Background: an optimization exercise with open tools, aiming at small area, a short achievable clock period and few clock cycles per item. Do not read the settings as production practice.
At most, simulation tests tie the RTL to the original design; equivalence was not proved.
No functional check of the RTL was part of run 2.
No activity file was given, so power comes from the tool's default toggle rates.

==> flow/design.v (outline; a module is shown in full before it is edited, if it fits) <==
// module decision_tree_classifier: 148 lines
module decision_tree_classifier (
    input   wire    clk,
    input   wire    rst,
    input   wire    start,
    input   signed  [31:0]  psd_gamma,
    input   signed  [31:0]  psd_beta,
    input   signed  [31:0]  psd_alpha,
    input   signed  [31:0]  psd_theta,
    input   signed  [31:0]  psd_delta,
    input   signed  [31:0]  peak_amplitude,
    input           [ 7:0]  zero_counter,
    input   signed  [31:0]  dwt_gamma_max,
    input   signed  [31:0]  dwt_gamma_min,
    input   signed  [31:0]  dwt_gamma_mean,
    input   signed  [31:0]  dwt_gamma_sum,
    input   signed  [31:0]  dwt_beta_max,
    input   signed  [31:0]  dwt_beta_min,
    input   signed  [31:0]  dwt_beta_mean,
    input   signed  [31:0]  dwt_beta_sum,
    input   signed  [31:0]  dwt_alpha_max,
    input   signed  [31:0]  dwt_alpha_min,
    input   signed  [31:0]  dwt_alpha_mean,
    input   signed  [31:0]  dwt_alpha_sum,
    input   signed  [31:0]  dwt_theta_max,
    input   signed  [31:0]  dwt_theta_min,
    input   signed  [31:0]  dwt_theta_mean,
    input   signed  [31:0]  dwt_theta_sum,
    input   signed  [31:0]  dwt_delta_max,
    input   signed  [31:0]  dwt_delta_min,
    input   signed  [31:0]  dwt_delta_mean,
    input   signed  [31:0]  dwt_delta_sum,
    output  reg             done,
    output  wire    [3:0]   class_label
);
  // ...
==> flow/flow/run.sh <==
#!/bin/bash
# Own layout flow: the standard ORFS flow and synthesis script, with three changes:
#  - ABC maps the logic with flow/abc.script (delay-targeted map) instead of ORFS's script;
#  - the port buffers are buf_1 instead of buffer_ports' default pick;
#  - the flow's timing repair aims at the setup margin set in flow/opts.sh.
# Each tool's output goes to the ORFS logs (orfs/logs/...) and to standard.log here.
set -euo pipefail
cd "$(dirname "$0")/.."
W=$(pwd)
source flow/opts.sh
cat > my_synth.tcl <<EOT
# synth_recipe.tcl with ABC's script replaced by flow/abc.script
proc abc {args} {
  set i [lsearch -exact \$args -script]
  if {\$i >= 0} { lset args [expr {\$i + 1}] $W/flow/abc.script }
  yosys abc {*}\$args
}
source $W/synth_recipe.tcl
EOT
sed "s#SYNTH_SCRIPT=[^ ]*synth_recipe.tcl#SYNTH_SCRIPT=$W/my_synth.tcl#" standard.sh > my_standard.sh
grep -q "SYNTH_SCRIPT=$W/my_synth.tcl" my_standard.sh
bash my_standard.sh > standard.log 2>&1
==> flow/flow/abc.script <==
strash
balance
rewrite
refactor
balance
rewrite
rewrite -z
balance
refactor -z
rewrite -z
balance
dch
map -D 1200
topo
stime -c
buffer -c
upsize -c
dnsize -c
==> flow/flow/opts.sh <==
export BUFFER_PORTS_ARGS="-buffer_cell sky130_fd_sc_hd__buf_1"
export SETUP_SLACK_MARGIN=9
==> flow/standard.sh <==
#!/bin/bash
# synth_recipe.tcl (not shown) runs the flow's synth.tcl, then flattens the netlist and writes it again
# the make line also repeats each setting of config.mk as NAME=value (left out here)
make -C /OpenROAD-flow-scripts/flow DESIGN_CONFIG=/design/flow/config.mk WORK_HOME=/design/flow/orfs CLKGATE_MAP_FILE= SYNTH_SCRIPT=/design/flow/synth_recipe.tcl "${@:-finish}"
==> flow/config.mk <==
export PLATFORM = sky130hd
export DESIGN_NAME = decision_tree_classifier
export DESIGN_NICKNAME = decision_tree_classifier
export VERILOG_FILES = /design/flow/design.v
export SDC_FILE = /design/flow/constraint.sdc
export NUM_CORES = 4
export LEC_CHECK = 0
export CAP_MARGIN = 20
export CORE_AREA = 5 5 265 265
export DIE_AREA = 0 0 270 270
export PLACE_DENSITY = 0.6
export SLEW_MARGIN = 20
export SYNTH_MEMORY_MAX_BITS = 65536
==> flow/constraint.sdc <==
create_clock -name core_clock -period 14.0 [get_ports {clk}]
set_input_delay 2.8000 -clock core_clock [delete_from_list [all_inputs] [get_ports {clk}]]
set_output_delay 2.8000 -clock core_clock [all_outputs]
set_load 0.01 [all_outputs]
==> impl_metrics.py, run 1 <==
metrics = {
    "status": {
        "status": "no timing/DRC/antenna violations",
    },
    "finish": {
        "finalNetCount": 2688,
        "antenna_cells": 20,
        "bufAreaShareNonClock_pct": 25.1,
        "syn_to_final_growth_pct": 67.5,
        "n_fill_cell": 7903,
        "n_all_buffers": 672,
        "nClkBuffers": 4,
        "final_cell_mix": "buf_1, inv_1, nor2_1",
    },
    "place": {
        "dp_hpwl_um": 49100,
        "place_congestion": 0.937,
    },
    "timing": {
        "slew_violations": 0,
        "hold_violations": 0,
        "rsz0062_at_grt": "true",
    },
    "power_and_ir_drop": {
        "powerDensity_nw_per_um2": 30.8,
        "internal_power_mw": 0.151,
    },
    "synth": {
        "async_flop_share_pct": 12.5,
        "ys_warn_count": 1,
        "synth-xor-area-share_pct": 0,
        "synth_fa_ha_area_share_pct": 0,
        "yosysMostFrequentCell": "inv_1",
        "yosys-mux-area-fraction_pct": 0,
        "synthesis.area_um2": 6050,
    },
    "clock_network": {
        "cts.sinks": 8,
        "cts_buffer_depth": 2,
        "clkTransAtPathRegs_ns": 0.05,
    },
    "critical_path": {
        "worst-setup-path-type": "input pin to flop",
        "crit_path_max_fanout": 3,
        "cp.depth": 7,
        "path_buf_inv": 1,
    },
    "detailed_routing": {
        "wl_um": 53200,
        "wirelength_met1_um": 22100,
        "maxUsedRoutingLayer": "met5",
        "route.met2.wl_um": 25300,
        "drc": 0,
        "dr.pass1.iters": 5,
    },
    "die": {
        "tap_cells": 873,
        "core-area_um2": 67200,
        "dieArea_um2": 72900,
    },
    "grt": {
        "top_usage_layer": "met2",
        "grtUsageMet3_pct": 3.66,
        "antenna_found_initial": 31,
    },
}
Testbench counts, summed over its fixed seeds: cycles 3,200, items 3,200.
==> run 2, diff against run 1 <==
--- a/flow/design.v
+++ b/flow/design.v
@@ -122,28 +122,42 @@
 wire c86 = ~(~dwt_alpha_mean[31] | (dwt_alpha_mean[30] & (dwt_alpha_mean[29] & (dwt_alpha_mean[28] & (dwt_alpha_mean[27] & (dwt_alpha_mean[26] & (dwt_alpha_mean[25] & (dwt_alpha_mean[24] & (dwt_alpha_mean[23] & (dwt_alpha_mean[22] & (dwt_alpha_mean[21] & (dwt_alpha_mean[20] | (dwt_alpha_mean[19] & (dwt_alpha_mean[18] & (dwt_alpha_mean[17] | (dwt_alpha_mean[16] | (dwt_alpha_mean[15] | (dwt_alpha_mean[14] | (dwt_alpha_mean[13] | (dwt_alpha_mean[12] | (dwt_alpha_mean[11] | (dwt_alpha_mean[10] | (dwt_alpha_mean[9] | (dwt_alpha_mean[8] & (dwt_alpha_mean[7] & (dwt_alpha_mean[6] & dwt_alpha_mean[5]))))))))))))))))))))))))));
 wire c87 = ~(~dwt_alpha_sum[31] & (dwt_alpha_sum[30] | (dwt_alpha_sum[29] | (dwt_alpha_sum[28] | (dwt_alpha_sum[27] | (dwt_alpha_sum[26] | (dwt_alpha_sum[25] & (dwt_alpha_sum[24] | (dwt_alpha_sum[23] & (dwt_alpha_sum[22] | (dwt_alpha_sum[21] & (dwt_alpha_sum[20] | (dwt_alpha_sum[19] | (dwt_alpha_sum[18] | (dwt_alpha_sum[17] | (dwt_alpha_sum[16] | (dwt_alpha_sum[15] & (dwt_alpha_sum[14] & (dwt_alpha_sum[13] | (dwt_alpha_sum[12] & (dwt_alpha_sum[11] & (dwt_alpha_sum[10] & (dwt_alpha_sum[9] & (dwt_alpha_sum[8] & (dwt_alpha_sum[7] | (dwt_alpha_sum[6] & (dwt_alpha_sum[5] & (dwt_alpha_sum[4] & (dwt_alpha_sum[3] & (dwt_alpha_sum[2] | (dwt_alpha_sum[1] & dwt_alpha_sum[0])))))))))))))))))))))))))))))));
 wire c88 = ~(~dwt_theta_max[31] & (dwt_theta_max[30] | (dwt_theta_max[29] | (dwt_theta_max[28] | (dwt_theta_max[27] | (dwt_theta_max[26] & (dwt_theta_max[25] | (dwt_theta_max[24] & (dwt_theta_max[23] | (dwt_theta_max[22] & (dwt_theta_max[21] | (dwt_theta_max[20] & (dwt_theta_max[19] & (dwt_theta_max[18] & (dwt_theta_max[17] | (dwt_theta_max[16] | (dwt_theta_max[15] | (dwt_theta_max[14] | (dwt_theta_max[13] & (dwt_theta_max[12] | (dwt_theta_max[11] | (dwt_theta_max[10] & (dwt_theta_max[9] | (dwt_theta_max[8] | (dwt_theta_max[7] | (dwt_theta_max[6] & (dwt_theta_max[5] | (dwt_theta_max[4] | (dwt_theta_max[3] & (dwt_theta_max[2] & (dwt_theta_max[1] & dwt_theta_max[0])))))))))))))))))))))))))))))));
 wire c89 = ~(~dwt_theta_mean[31] | (dwt_theta_mean[30] & (dwt_theta_mean[29] & (dwt_theta_mean[28] & (dwt_theta_mean[27] & (dwt_theta_mean[26] & (dwt_theta_mean[25] & (dwt_theta_mean[24] | (dwt_theta_mean[23] & (dwt_theta_mean[22] | (dwt_theta_mean[21] & (dwt_theta_mean[20] & (dwt_theta_mean[19] & (dwt_theta_mean[18] & (dwt_theta_mean[17] & (dwt_theta_mean[16] | (dwt_theta_mean[15] & (dwt_theta_mean[14] & (dwt_theta_mean[13] & (dwt_theta_mean[12] | (dwt_theta_mean[11] & (dwt_theta_mean[10] | (dwt_theta_mean[9] & (dwt_theta_mean[8] | (dwt_theta_mean[7] & (dwt_theta_mean[6] & (dwt_theta_mean[5] | (dwt_theta_mean[4] & (dwt_theta_mean[3] & (dwt_theta_mean[2] | dwt_theta_mean[1]))))))))))))))))))))))))))))));
 wire c90 = ~(~dwt_delta_max[31] & (dwt_delta_max[30] | (dwt_delta_max[29] | (dwt_delta_max[28] | (dwt_delta_max[27] & (dwt_delta_max[26] | (dwt_delta_max[25] | (dwt_delta_max[24] | (dwt_delta_max[23] & (dwt_delta_max[22] | (dwt_delta_max[21] & (dwt_delta_max[20] | (dwt_delta_max[19] | (dwt_delta_max[18] | (dwt_delta_max[17] | (dwt_delta_max[16] | (dwt_delta_max[15] & (dwt_delta_max[14] | (dwt_delta_max[13] | (dwt_delta_max[12] & (dwt_delta_max[11] & (dwt_delta_max[10] & (dwt_delta_max[9] & (dwt_delta_max[8] & (dwt_delta_max[7] | (dwt_delta_max[6] | (dwt_delta_max[5] | (dwt_delta_max[4] & (dwt_delta_max[3] & dwt_delta_max[2])))))))))))))))))))))))))))));
 wire c91 = ~(~dwt_delta_sum[31] & (dwt_delta_sum[30] | (dwt_delta_sum[29] | (dwt_delta_sum[28] | (dwt_delta_sum[27] | (dwt_delta_sum[26] & (dwt_delta_sum[25] | (dwt_delta_sum[24] | (dwt_delta_sum[23] & (dwt_delta_sum[22] | (dwt_delta_sum[21] | (dwt_delta_sum[20] | (dwt_delta_sum[19] & (dwt_delta_sum[18] | (dwt_delta_sum[17] | (dwt_delta_sum[16] & (dwt_delta_sum[15] & (dwt_delta_sum[14] | (dwt_delta_sum[13] | (dwt_delta_sum[12] & (dwt_delta_sum[11] | (dwt_delta_sum[10] & (dwt_delta_sum[9] | (dwt_delta_sum[8] & (dwt_delta_sum[7] & (dwt_delta_sum[6] | (dwt_delta_sum[5] | (dwt_delta_sum[4] & (dwt_delta_sum[3] | (dwt_delta_sum[2] | (dwt_delta_sum[1] | dwt_delta_sum[0])))))))))))))))))))))))))))))));
 reg cmp_q0;
 reg cmp_q1;
-reg sub_q2;
+reg cmp_q2;
 reg sub_q3;
-reg cmp_q4;
-reg sub_q5;
+reg sub_q4;
+reg cmp_q5;
 reg sub_q6;
+reg sub_q7;
+reg cmp_q8;
+reg cmp_q9;
+reg sub_q10;
+reg sub_q11;
+reg cmp_q12;
+reg sub_q13;
 always_ff @(posedge clk or posedge rst) begin
     if (rst) done <= 1'b0;
     else     done <= start;
 end
 always_ff @(posedge clk) begin
     cmp_q0 <= c51;
     cmp_q1 <= c59;
-    sub_q2 <= (c31 ? (c73 ? (c64 ? (c14 ? (c10 ? (c42 ? (c79 ? 1'b0 : 1'b1) : 1'b0) : 1'b0) : (c87 ? (c27 ? (c1 ? 1'b0 : (c35 ? 1'b1 : 1'b0)) : (c34 ? 1'b1 : 1'b0)) : (c47 ? (c80 ? 1'b1 : (c45 ? 1'b1 : 1'b0)) : (c25 ? (c50 ? 1'b0 : 1'b1) : 1'b1)))) : (c22 ? (c91 ? (c84 ? 1'b0 : 1'b1) : 1'b1) : (c41 ? (c69 ? 1'b1 : 1'b0) : 1'b0))) : (c11 ? (c82 ? 1'b0 : (c44 ? 1'b0 : (c43 ? (c76 ? (c57 ? 1'b1 : 1'b0) : 1'b1) : 1'b0))) : (c83 ? (c26 ? (c21 ? 1'b0 : (c16 ? 1'b0 : 1'b1)) : (c72 ? (c12 ? 1'b1 : 1'b0) : 1'b1)) : (c46 ? 1'b1 : (c71 ? (c78 ? 1'b0 : 1'b1) : 1'b1))))) : (c55 ? (c54 ? 1'b0 : 1'b1) : 1'b0));
-    sub_q3 <= (c5 ? (c49 ? (c61 ? (c39 ? (c60 ? 1'b1 : (c0 ? 1'b0 : 1'b1)) : (c15 ? 1'b1 : 1'b0)) : (c23 ? 1'b0 : (c4 ? 1'b1 : 1'b0))) : (c85 ? 1'b0 : 1'b1)) : (c70 ? (c47 ? (c65 ? (c90 ? (c6 ? (c86 ? 1'b1 : 1'b0) : (c40 ? 1'b0 : 1'b1)) : (c28 ? 1'b1 : 1'b0)) : 1'b1) : (c77 ? (c19 ? 1'b0 : 1'b1) : (c7 ? 1'b0 : 1'b1))) : (c48 ? (c62 ? (c63 ? 1'b0 : (c29 ? 1'b1 : 1'b0)) : 1'b0) : 1'b0)));
-    cmp_q4 <= c37;
-    sub_q5 <= (c81 ? (c68 ? (c53 ? (c56 ? 1'b1 : 1'b0) : (c74 ? 1'b0 : (c8 ? 1'b1 : 1'b0))) : (c18 ? (c17 ? (c30 ? 1'b0 : 1'b1) : (c33 ? 1'b0 : (c38 ? 1'b0 : 1'b1))) : (c58 ? (c36 ? (c89 ? 1'b1 : 1'b0) : 1'b1) : (c13 ? 1'b1 : 1'b0)))) : (c75 ? (c52 ? (c3 ? 1'b0 : 1'b1) : (c32 ? (c24 ? (c2 ? 1'b0 : 1'b1) : 1'b0) : (c66 ? 1'b0 : (c67 ? 1'b1 : 1'b0)))) : (c88 ? 1'b0 : 1'b1)));
-    sub_q6 <= (c9 ? (c20 ? 1'b1 : 1'b0) : 1'b1);
+    cmp_q2 <= c31;
+    sub_q3 <= (c73 ? (c64 ? (c14 ? (c10 ? (c42 ? (c79 ? 1'b0 : 1'b1) : 1'b0) : 1'b0) : (c87 ? (c27 ? (c1 ? 1'b0 : (c35 ? 1'b1 : 1'b0)) : (c34 ? 1'b1 : 1'b0)) : (c47 ? (c80 ? 1'b1 : (c45 ? 1'b1 : 1'b0)) : (c25 ? (c50 ? 1'b0 : 1'b1) : 1'b1)))) : (c22 ? (c91 ? (c84 ? 1'b0 : 1'b1) : 1'b1) : (c41 ? (c69 ? 1'b1 : 1'b0) : 1'b0))) : (c11 ? (c82 ? 1'b0 : (c44 ? 1'b0 : (c43 ? (c76 ? (c57 ? 1'b1 : 1'b0) : 1'b1) : 1'b0))) : (c83 ? (c26 ? (c21 ? 1'b0 : (c16 ? 1'b0 : 1'b1)) : (c72 ? (c12 ? 1'b1 : 1'b0) : 1'b1)) : (c46 ? 1'b1 : (c71 ? (c78 ? 1'b0 : 1'b1) : 1'b1)))));
+    sub_q4 <= (c55 ? (c54 ? 1'b0 : 1'b1) : 1'b0);
+    cmp_q5 <= c5;
+    sub_q6 <= (c49 ? (c61 ? (c39 ? (c60 ? 1'b1 : (c0 ? 1'b0 : 1'b1)) : (c15 ? 1'b1 : 1'b0)) : (c23 ? 1'b0 : (c4 ? 1'b1 : 1'b0))) : (c85 ? 1'b0 : 1'b1));
+    sub_q7 <= (c70 ? (c47 ? (c65 ? (c90 ? (c6 ? (c86 ? 1'b1 : 1'b0) : (c40 ? 1'b0 : 1'b1)) : (c28 ? 1'b1 : 1'b0)) : 1'b1) : (c77 ? (c19 ? 1'b0 : 1'b1) : (c7 ? 1'b0 : 1'b1))) : (c48 ? (c62 ? (c63 ? 1'b0 : (c29 ? 1'b1 : 1'b0)) : 1'b0) : 1'b0));
+    cmp_q8 <= c37;
+    cmp_q9 <= c81;
+    sub_q10 <= (c68 ? (c53 ? (c56 ? 1'b1 : 1'b0) : (c74 ? 1'b0 : (c8 ? 1'b1 : 1'b0))) : (c18 ? (c17 ? (c30 ? 1'b0 : 1'b1) : (c33 ? 1'b0 : (c38 ? 1'b0 : 1'b1))) : (c58 ? (c36 ? (c89 ? 1'b1 : 1'b0) : 1'b1) : (c13 ? 1'b1 : 1'b0))));
+    sub_q11 <= (c75 ? (c52 ? (c3 ? 1'b0 : 1'b1) : (c32 ? (c24 ? (c2 ? 1'b0 : 1'b1) : 1'b0) : (c66 ? 1'b0 : (c67 ? 1'b1 : 1'b0)))) : (c88 ? 1'b0 : 1'b1));
+    cmp_q12 <= c9;
+    sub_q13 <= (c20 ? 1'b1 : 1'b0);
 end
-assign class_label = {3'd0, (cmp_q0 ? (cmp_q1 ? sub_q2 : sub_q3) : (cmp_q4 ? sub_q5 : sub_q6))};
+assign class_label = {3'd0, (cmp_q0 ? (cmp_q1 ? (cmp_q2 ? sub_q3 : sub_q4) : (cmp_q5 ? sub_q6 : sub_q7)) : (cmp_q8 ? (cmp_q9 ? sub_q10 : sub_q11) : (cmp_q12 ? sub_q13 : 1'b1)))};
 endmodule
==> flow/flow/opts.sh (replaced) <==
export BUFFER_PORTS_ARGS="-buffer_cell sky130_fd_sc_hd__buf_1"
export SETUP_SLACK_MARGIN=9
export SETUP_SLACK_MARGIN=11
==> run 2 against run 1 <==
Against the previous run:
- still clean on timing, DRC and antenna
- combinational power up 6%
- final cell count up 0.77%
- non-clock buffer count up 12
- core utilization up 1.0 points
- largest power group unchanged
==> impl_metrics.py, run 2 <==
metrics = {
    "status": {
        "status": "no timing/DRC/antenna violations",
    },
    "critical_path": {
        "worst_path_max_delay_cell": "o21bai_4",
        "critical_path_arrival_ns": 4.99,
        "cpPeakStageDelay_ns": 0.33,
        "crit_path_max_fanout": 6,
        "cp.required_ns": 14.13,
        "critical_path.most_common_cell": "o21ai_0",
        "crit_path_end_kind": "flop",
        "path_buf_inv": 2,
        "critPathLaunch": "psd_gamma[9]",
        "crit_family": "compound AO/OA/AOI/OAI gates",
        "critPathLaunchType": "input pin",
        "crit_chain": "buf_1 -> inv_2 -> nor2_4 -> o21ai_0 -> a31oi_1 -> o21ai_0 -> nand2_1 -> nand4_1 -> o21bai_4 -> o2bb2ai_1 -> a32oi_1 -> o2bb2ai_2",
        "worst-setup-path-type": "input pin to flop",
    },
    "grt": {
        "grt_pass1_wl_um": 68200,
        "grt_pass1_vias": 11200,
        "track_usage_pct": 12.4,
        "grt-ovfl-total": 0,
        "grt_start_max_net_pins": 11,
        "antenna_found_initial": 20,
    },
    "clock_network": {
        "cts_buffer_depth": 2,
        "cts.sinks": 15,
        "numCtsBuffers": 3,
        "h-tree-depth": 1,
        "cts_root_buf": "clkbuf_16",
        "clkTransAtPathRegs_ns": 0.06,
        "cts_tree": "done",
    },
    "detailed_routing": {
        "ant_nets": 0,
        "drc": 0,
        "vias": 11600,
        "dr.pass1.iters": 5,
        "via_per_inst": 4.19,
        "detail_route.wl_per_cell_um": 18.2,
        "wl_um": 50300,
        "drtIter0Drc": 681,
    },
    "synth": {
        "synth_ff_type": "dfxtp_1",
        "synthesis.area_um2": 6220,
        "synthTopCellsByCount": "inv_1, nor2_1, nand2_1, nand3_1, a21oi_1",
        "yosys.area.top_type": "inv_1",
        "ys_seq_elements": 15,
        "ys_warn_count": 1,
        "synth-simple-area-share_pct": 42.2,
        "synth_area_leaders": "inv_1, nor2_1, nand2_1, nand3_1, a21oi_1",
        "syn_inst": 1190,
        "yosys-mux-area-fraction_pct": 0,
        "synth_top_family_by_area": "simple AND/OR/NAND/NOR gates",
        "syn_area_per_cell_um2": 5.22,
        "synth_top_area_share_pct": 13.2,
        "seq_area_frac_synth_pct": 4.91,
        "synth-xor-area-share_pct": 0,
        "synth-edff-count": 0,
        "synth_compound_area_share_pct": 39.2,
        "async_flop_share_pct": 6.67,
        "yosysMostFrequentCell": "inv_1",
        "synth_fa_ha_area_share_pct": 0,
        "yosysUniqueCellTypes": 57,
    },
    "timing": {
        "hold_violations": 0,
        "setup_viol": 0,
        "timing.hold.ws_ns": 2.34,
        "slew_violations": 0,
        "timing.final.crit_share_pct": 34.7,
        "max_slew_margin_pct": 48.5,
        "worst_pin_slew_ns": 0.764,
        "final.min_clock_period_ns": 4.85,
        "tns_ns": 0,
        "max_freq_mhz": 206,
        "rsz0062_at_grt": "true",
    },
    "die": {
        "dieArea_um2": 72900,
        "start_util_pct": 9.26,
        "ioPinCount": 848,
        "die_w_um": 270,
        "die_h_um": 270,
        "rows": 95,
        "core-area_um2": 67200,
    },
    "finish": {
        "finalNetCount": 2719,
        "syn_to_final_growth_pct": 74.1,
        "n_fill_cell": 7873,
        "drive_gt1_share_pct": 9.76,
        "final_cell_count_no_fill": 2758,
        "final_common_cell": "buf_1",
        "final_core_util_pct": 16.1,
        "final_area_um2": 10800,
        "final_cell_mix": "buf_1, inv_1, nor2_1",
    },
    "power_and_ir_drop": {
        "leakagePower_nw": 3.77,
        "peakVddDrop_uv": 36.2,
        "powerDensity_nw_per_um2": 33.2,
    },
    "place": {
        "place_congestion": 0.971,
        "dp_hpwl_um": 46000,
        "placed_cells": 2730,
        "placed_area_um2": 9910,
        "numPortBuffers": 668,
    },
    "run": {
        "max-cap-violations": 0,
    },
    "min_path": {
        "hold_path.class": "input pin to async pin",
    },
}
run 2: cell type report:
class / instances / area (um2) / area share, %
multi-input combinational: 954 / 5780 / 53.4
timing repair buffer: 684 / 2710 / 25.1
tap: 873 / 1090 / 10.1
inverter: 218 / 826 / 7.63
sequential: 15 / 305 / 2.82
clock buffer: 3 / 75.1 / 0.694
antenna: 10 / 25.0 / 0.231
clock inverter: 1 / 7.51 / 0.0694
run 2: worst paths after layout:
kind | endpoint | slack [ns] | cells past startpoint
max | sub_q3 | 9.15 | 12
max in group asynchronous | done | 11.57 | 2
min in group core_clock | done | 2.64 | 1
min | done | 2.34 | 2
run 2: report_power, final:
group          internal, mW  switching, mW  total, mW
registers            0.0461        0.00143     0.0475
logic                0.0947          0.154      0.248
clock network        0.0387         0.0247     0.0634
run 2: logic make-up after synthesis:
group	after synthesis
flip-flops	15
AND/OR/NAND/NOR	573
other	1
AO/OA/AOI/OAI	378
buffers and inverters	223
run 2: through the flow:
step | power [mW] | worst slack, ns
3_3_place_gp | 0.274 | 7.98
6_report | 0.359 | 9.15
2_1_floorplan | 0.138 | 9.58
3_5_place_dp | 0.275 | 7.99
4_1_cts | 0.352 | 9.01
5_1_grt | 0.391 | 9.00
run 2: routing by layer:
metal / routed length, um / vias to the layer above / track usage, %
li1: - / 5695 / -
met1: 18800 / 5146 / 13.6
met2: 24800 / 618 / 22.5
met3: 5040 / 86 / 4.67
met4: 1540 / 20 / 3.40
met5: 126 / - / 0
run 2: what timing repair did:
| action | CTS | global route |
|---|---|---|
| gates resized for setup | 104 | 94 |
| pin swaps | 40 | 54 |
| setup buffers | 5 | 9 |
| setup endpoints to repair | 16 | 16 |
| hold buffers | 0 | 0 |

[afterwards: timing with drivers on the ports]
The results above use ideal ports. As a check the final layouts listed here were re-extracted and re-timed, cells and wires unchanged. Step 1: set_driving_cell puts a clkbuf_16 on clk and a buf_2 on each other input, an assumption about the parent block. Step 2 times the ports against the registers' clock, not the clock port: input delays grow and output delays shrink by t, the midpoint of the rising clock arrivals with the driver on. a / b / c = ideal ports / drivers / drivers and shift; a / b = the first two.
run | t (ns) | setup slack, ns | clock arrival spread, ns | worst register clock-pin slew, ns
run 1 | 0.288 | 9.158 / 9.144 / 8.855 | 0.007 / 0.007 | 0.05 / 0.05
run 2 | 0.300 | 9.146 / 9.150 / 8.849 | 0.002 / 0.003 | 0.06 / 0.06
After both steps setup and hold are still met in every run listed. The setup slack of run 1, which loses most, moves by -0.014 ns with the drivers and by -0.303 ns with both steps.
